Background: an optimization exercise with open tools, aiming at small area, a short achievable clock period and few clock cycles per item. Do not read the settings as production practice. Function was not checked in any run shown here: the RTL went through the layout flow alone. Power figures rest on the tool's default switching activity, not on a simulated workload.

## flow/design.v (module list and top-level ports; edited modules follow where they fit)
// module MyDesign: 249 lines
// module booth_tree: 689 lines
// module csa_tree: 137 lines
module MyDesign(
    input logic reset_n,
    input logic clk,
    input logic dut_valid,
    output logic dut_ready,
    output logic dut__tb__sram_input_write_enable,
    output logic [16-1 : 0] dut__tb__sram_input_write_address,
    output logic [32-1 : 0] dut__tb__sram_input_write_data,
    output logic [16-1 : 0] dut__tb__sram_input_read_address,
    input logic [32-1 : 0] tb__dut__sram_input_read_data,
    output logic dut__tb__sram_weight_write_enable,
    output logic [16-1 : 0] dut__tb__sram_weight_write_address,
    output logic [32-1 : 0] dut__tb__sram_weight_write_data,
    output logic [16-1 : 0] dut__tb__sram_weight_read_address,
    input logic [32-1 : 0] tb__dut__sram_weight_read_data,
    output logic dut__tb__sram_result_write_enable,
    output logic [16-1 : 0] dut__tb__sram_result_write_address,
    output logic [32-1 : 0] dut__tb__sram_result_write_data,
    output logic [16-1 : 0] dut__tb__sram_result_read_address,
    input logic [32-1 : 0] tb__dut__sram_result_read_data,
    output logic dut__tb__sram_scratchpad_write_enable,
    output logic [16-1 : 0] dut__tb__sram_scratchpad_write_address,
    output logic [32-1 : 0] dut__tb__sram_scratchpad_write_data,
    output logic [16-1 : 0] dut__tb__sram_scratchpad_read_address,
    input logic [32-1 : 0] tb__dut__sram_scratchpad_read_data
);
  // ...
==> flow/flow/run.sh <==
#!/bin/bash
set -euo pipefail
bash standard.sh SETUP_SLACK_MARGIN=7.5 finish > standard.log 2>&1
==> flow/standard.sh <==
#!/bin/bash
# synth_recipe.tcl (not shown) runs the flow's synth.tcl, then flattens the netlist and writes it again
# the make line also repeats each setting of config.mk as NAME=value (left out here)
make -C /OpenROAD-flow-scripts/flow DESIGN_CONFIG=/design/flow/config.mk WORK_HOME=/design/flow/orfs CLKGATE_MAP_FILE= SYNTH_SCRIPT=/design/flow/synth_recipe.tcl "${@:-finish}"
==> flow/config.mk <==
export PLATFORM = sky130hd
export DESIGN_NAME = MyDesign
export DESIGN_NICKNAME = MyDesign
export VERILOG_FILES = /design/flow/design.v
export SDC_FILE = /design/flow/constraint.sdc
export NUM_CORES = 4
export LEC_CHECK = 0
export ABC_CLOCK_PERIOD_IN_PS = 3500
export CAP_MARGIN = 20
export CORE_MARGIN = 2
export CORE_UTILIZATION = 40
export SLEW_MARGIN = 20
==> flow/constraint.sdc <==
create_clock -name core_clock -period 11.0 [get_ports {clk}]
set_input_delay 2.2000 -clock core_clock [delete_from_list [all_inputs] [get_ports {clk}]]
set_output_delay 2.2000 -clock core_clock [all_outputs]
set_load 0.01 [all_outputs]
==> results.txt, run 1 <==
Setup path
The largest delay contributor family on the critical path is adder cells. The critical-path maximum fanout is 6. The critical path capture point type is a flop. The endpoint required time on the critical path is 11.51 ns. The signal on the critical path passes through buf_12 > buf_4 > buf_6 > a22oi_2 > xnor2_2 > fa_1 > inv_2 > fa_1 > inv_2 > fa_1 > inv_2 > fa_1 > inv_2 > fa_2.

STA
The count of endpoints failing hold in the final timing report is 0. The smallest clock period supported by the final layout is computed as 3.81 ns. The final count of pins violating max slew is 0. The worst hold slack is 0.324 ns. For the final database, setup skew stands at 0.0312 ns. The number of endpoints failing setup at the final stage is 0.

Logic synthesis
Of the total synthesized cell area, the portion taken by AND, OR, NAND and NOR gates is 0.0736. The synthesized design contains 69 enable-type register cells. The mux contribution to synthesized area is 0.0381.

Route
The amount of wire on met2 after detailed routing is 35,700 microns. After detailed routing, no signal wire sits above met5. The detailed-route wire length is 75,700 microns. The detailed router finished its first iteration with 1,400 violations.

The number of optimization iterations in the first detailed-route pass is 6. The sum of met3 wire segment lengths after detailed routing is 4760 microns.

Hold path
The worst hold path was traced through 0 stages. The startpoint identified for the worst hold timing path is t1_first.

Finish
The number of clock buffers in the layout is 44. For this run, the post-layout net count is 3,463.

Global routing
The most used routing layer is met2. The overall routing resource usage is 0.211.

Placed design
The post-DP HPWL is 54,700 microns. Summing all placed instances gives a cell area of 29,600 sq um.

CTS
Gates resized during post-CTS repair numbered 412.

Power
The share of total power dissipated in the clock network is 0.142.

Outcome
The flow ran to the end and the layout has no timing, DRC or antenna violations.

Job
The tool flagged a number of max-cap violations equal to 0.
==> inputs of run 2 (changes only) <==
==> flow/flow/run.sh (replaced) <==
#!/bin/bash
set -euo pipefail
bash standard.sh SETUP_SLACK_MARGIN=7.5 "BUFFER_PORTS_ARGS=-buffer_cell sky130_fd_sc_hd__buf_1" finish > standard.log 2>&1
==> run 2 against run 1 <==
Via count down 3.8%. Clock-buffer cell count up 12. Synthesized area unchanged. Flip-flop and latch count unchanged. First-iteration DRC count down 2.3%. Synthesized cell count unchanged. Sequential share of layout area up 1.2 points. Utilization down 2.9 points. Final cell count down 0.90%. Hold slack worse by 0.0028 ns. Critical endpoint unchanged.
==> results.txt, run 2 <==
Outcome
The flow ran to the end and the layout has no timing, DRC or antenna violations.

Setup path
Traced cell by cell, the critical path runs through buf_12 > buf_12 > buf_8 > a22oi_2 > xnor2_2 > fa_1 > inv_2 > fa_1 > inv_2 > fa_1 > inv_1 > fa_1 > inv_1 > fa_2. The endpoint required time on the critical path is 11.51 ns (about the same). The critical-path maximum fanout is 5 (-1). The stage delay of the slowest cell on the critical path is 0.58 ns. The arrival time of the worst setup path is 4.43 ns. The nature of the critical path startpoint is a flop. The largest individual stage delay along the critical path comes from the cell sky130_fd_sc_hd__fa_1. The critical path capture point type is a flop. By startpoint and endpoint, the worst setup path is classified as flop to flop.

The most repeated library cell on the critical path is sky130_fd_sc_hd__fa_1.

Power
The overall power is 0.00986 W. The switching share of power is 0.444. Of the total power, combinational logic draws 0.659. The worst-case vdd ir drop is 274 uV. In this run the power density over the cells is 319 nW/um^2. The proportion of power drawn by the clock network is 0.150 (+0.008). Cell internal power was estimated by the tool at 0.00549 W. The share of total power dissipated in sequential elements is 0.191. For this design the static power due to leakage is 12.7 nW. The analysis attributes to net switching a power of 0.00438 W.

CTS
The clock passes through at most 3 buffers. The H-tree depth is 2. For the worst-skew pair, the clock arrives at the later sink with an insertion delay of 0.62 ns. The clock slew seen by the registers of the worst setup and hold paths is 0.06 ns. Counting the buffers created by CTS gives 42. Hold repair after CTS inserted 0 buffers. The TritonCTS clock tree is yes. CTS placed an instance of sky130_fd_sc_hd__clkbuf_16 at the clock tree root. The number of sinks driven by the clock tree is 349.

Route
The residual DRC count is 0. The number of optimization iterations in the first detailed-route pass is 6 (unchanged). The number of violations reported at the end of detailed-routing iteration 0 is 1,368 (-2.3%).

The count of nets left with antenna violations once routing finished came out at 0. The detailed-route wire length came to 71,100 microns (-6.1%). The average wire length per cell after detail routing is 18.4 microns. The total via count in the routed design is 19.6k. In the routed layout, each cell is associated on average with a via count of 5.07.

Logic synthesis
The most frequent cell after synthesis is sky130_fd_sc_hd__inv_1. The number of synthesis warnings is 1. In the synthesized netlist the dominant register cell turns out to be sky130_fd_sc_hd__dfxtp_1. The mean area per synthesized cell is 9.66 sq um. The post-synthesis instance area is 27,100 sq um.

The count of flip-flops with a built-in enable after synthesis is 69 (unchanged). The share of the Yosys chip area taken by registers is 0.283. By area the synthesized netlist is led by sky130_fd_sc_hd__dfxtp_1, sky130_fd_sc_hd__fa_1, sky130_fd_sc_hd__xnor2_1.

Summed over all instances, the cell type with the most area after synthesis is sky130_fd_sc_hd__dfxtp_1. The proportion of synthesized flip-flops having asynchronous set or reset is 0. The fraction of synthesized cell area taken by the top area cell type is 0.207. Counting instances in the post-synthesis netlist gives the leading cell types as sky130_fd_sc_hd__inv_1, sky130_fd_sc_hd__dfxtp_1, sky130_fd_sc_hd__a22oi_1. The synthesized design contains 349 register bits. After technology mapping, the gate count stands at 2,808. The post-synthesis cell type count is 74.

Finish
The commonest non-fill, non-tap cell in the layout is sky130_fd_sc_hd__inv_1. The count of filler cells inserted in the layout is 6,326. The post-layout net count was 3,426 (-1.1%). The largest registers in the layout are acc: 32 flops, op_a: 32 flops, p0: 32 flops. Of the cells placed in the final design, the portion with a size suffix greater than 1 is 0.144.

Relative to the synthesized area, the layout overhead comes to 14.0%. The library cells used most frequently in the layout, excluding fill and tap cells, are sky130_fd_sc_hd__inv_1, sky130_fd_sc_hd__buf_1, sky130_fd_sc_hd__xnor2_1.

STA
The relative max-transition margin is 0.315. The setup clock skew after layout is 0.0565 ns (+0.0253 ns). The worst hold slack is 0.321 ns (-0.00284 ns). The count of endpoints failing hold in the final timing report came to 0 (unchanged). The final count of pins violating max slew is 0 (unchanged). Setup repair after global routing could not meet its margin everywhere.

The actual slew at the worst max-slew pin is 1.02 ns. The final critical-path required period is 3.91 ns (+0.108 ns). In the finished design, the share of the clock period the worst path needs comes to 0.356. The maximum clock frequency is 0.256 GHz. The number of endpoints failing setup at the final stage is 0 (unchanged).

The final sum of negative setup slack is 0 ns.

Global routing
The overall routing resource usage came to 0.201 (-0.00957). For this run the aggregate overflow at the end of global routing stands at 0. Entering global routing, the biggest net connects 57 pins. The initial antenna violation count was 5. The number of global-route vias before repair was 19.4k. The first global-routing pass estimated 112,000 microns of wire.

Floorplan
392 I/O pins were placed. The floorplan has 95 rows. From left edge to right edge, the die measures 264 microns. The y dimension of the die is 264 microns. The starting density of the core is 0.404. The floorplan step defined a die boundary enclosing 69,900 sq um. After floorplanning, the core was sized to cover 67,200 sq um.

Placed design
The congestion estimate from routability-driven global placement came to 0.859. Buffers placed on the I/O ports in this run total 265. The post-DP HPWL is 51,900 microns (-5.0%).

Job
The max capacitance violation total is 0 (unchanged).

Hold path
The class of the tightest hold or removal check is flop to flop.
## run 2: cell counts after synthesis
Identical to the previous run, type by type.
## run 2: critical path, delay by kind of cell, from the launching register on
family	cells	cell delay, ns
buf+inv	7	0.56
flops	1	0.35
fa+ha+maj	5	2.60
xor+xnor	1	0.10
compound gates	1	0.20
## run 2: routing by layer
metal	global-route usage	wire length (microns)	up-vias
li1	-	-	9330
met2	0.326	33100	672
met4	0.0599	1890	4
met1	0.280	32000	9461
met5	0	28	-
met3	0.0281	4130	110
## run 2: final timing paths
kind	start	end	slack (ns)	depth (start not counted)
setup reg to reg	bt_one[1]	p0[26]	7.09	14
hold reg to reg	t2_spk	t3_spk	0.32	0
hold / removal	t2_spk	t3_spk	0.32	0
setup / recovery	bt_one[1]	p0[26]	7.09	14
## run 2: cells by family after synthesis
group                      count (synthesis)  share of synthesized area
buffers and inverters                    675                      0.119
adders and majority gates                340                      0.218
DFF                                      349                      0.283
muxes                                     97                     0.0381
xor gates and xnor gates                 411                      0.133
and+or+nand+nor                          413                     0.0736
AOI/OAI and AO/OA                        522                      0.136
other                                      1                   0.000138
## run 2: what timing repair did
action	4_1_cts	5_1_grt
resized for setup	170	111
pin swaps	42	58
gates cloned	5	2
buffers inserted	21	20
endpoints found under the setup margin	98	68
## run 2: layout make-up
cell class	count	area, sq um	area share
clock inverters	21	283	0.00915
diodes	3	7.51	0.000243
inverters	309	1160	0.0376
multi-input cells	1909	17300	0.559
well taps	873	1090	0.0353
repair buffers	344	1990	0.0643
clock buffers	56	1230	0.0397
flip-flops and latches	349	7860	0.254
## run 2: power groups by stage
stage	logic, W	registers, W	clock network [W]
final	0.00650	0.00188	0.00148
after global routing	0.00740	0.00192	0.00157
after CTS	0.00627	0.00189	0.00151
after detailed placement	0.00588	0.00192	0
after global placement	0.00575	0.00192	0
after floorplan	0.00475	0.00183	0
## run 2: through the flow
stage	cell area, sq um	worst slack [ns]	utilization	cells
after detailed placement	28000	6.55	0.417	3736
final	30900	7.09	0.460	3864
after global routing	30900	6.92	0.460	3862
after CTS	30300	7.17	0.451	3839
after global placement	28000	6.57	0.417	3736
after floorplan	28000	7.23	-	2933

static timing again, ports no longer ideal:
The flow's constraints put no driver on any port. The routed layouts listed below were extracted and timed again, unchanged, in two steps. Step 1 (the two cells are an assumption about what drives the block):
set clk [get_ports {clk}]
set_driving_cell -lib_cell sky130_fd_sc_hd__clkbuf_16 $clk
set_driving_cell -lib_cell sky130_fd_sc_hd__buf_2 [delete_from_list [all_inputs] $clk]
Step 2 times the ports against the registers' clock, not the clock port: input delays grow and output delays shrink by t, the midpoint of the rising clock arrivals with the driver on. Three values: ideal, step 1, step 2; two values: the first two.
run	t, ns	setup slack, ns	hold WS [ns]	worst slew at a driven data input, ns
run 1	0.647	7.195 / 7.195 / 7.039	0.324 / 0.324 / 0.324	0.10
run 2	0.653	7.087 / 7.087 / 7.087	0.321 / 0.321 / 0.321	0.10
After both steps setup and hold are still met in every run listed. The setup slack of run 1, which loses most, moves by 0.000 ns with the drivers and by -0.156 ns with both steps.
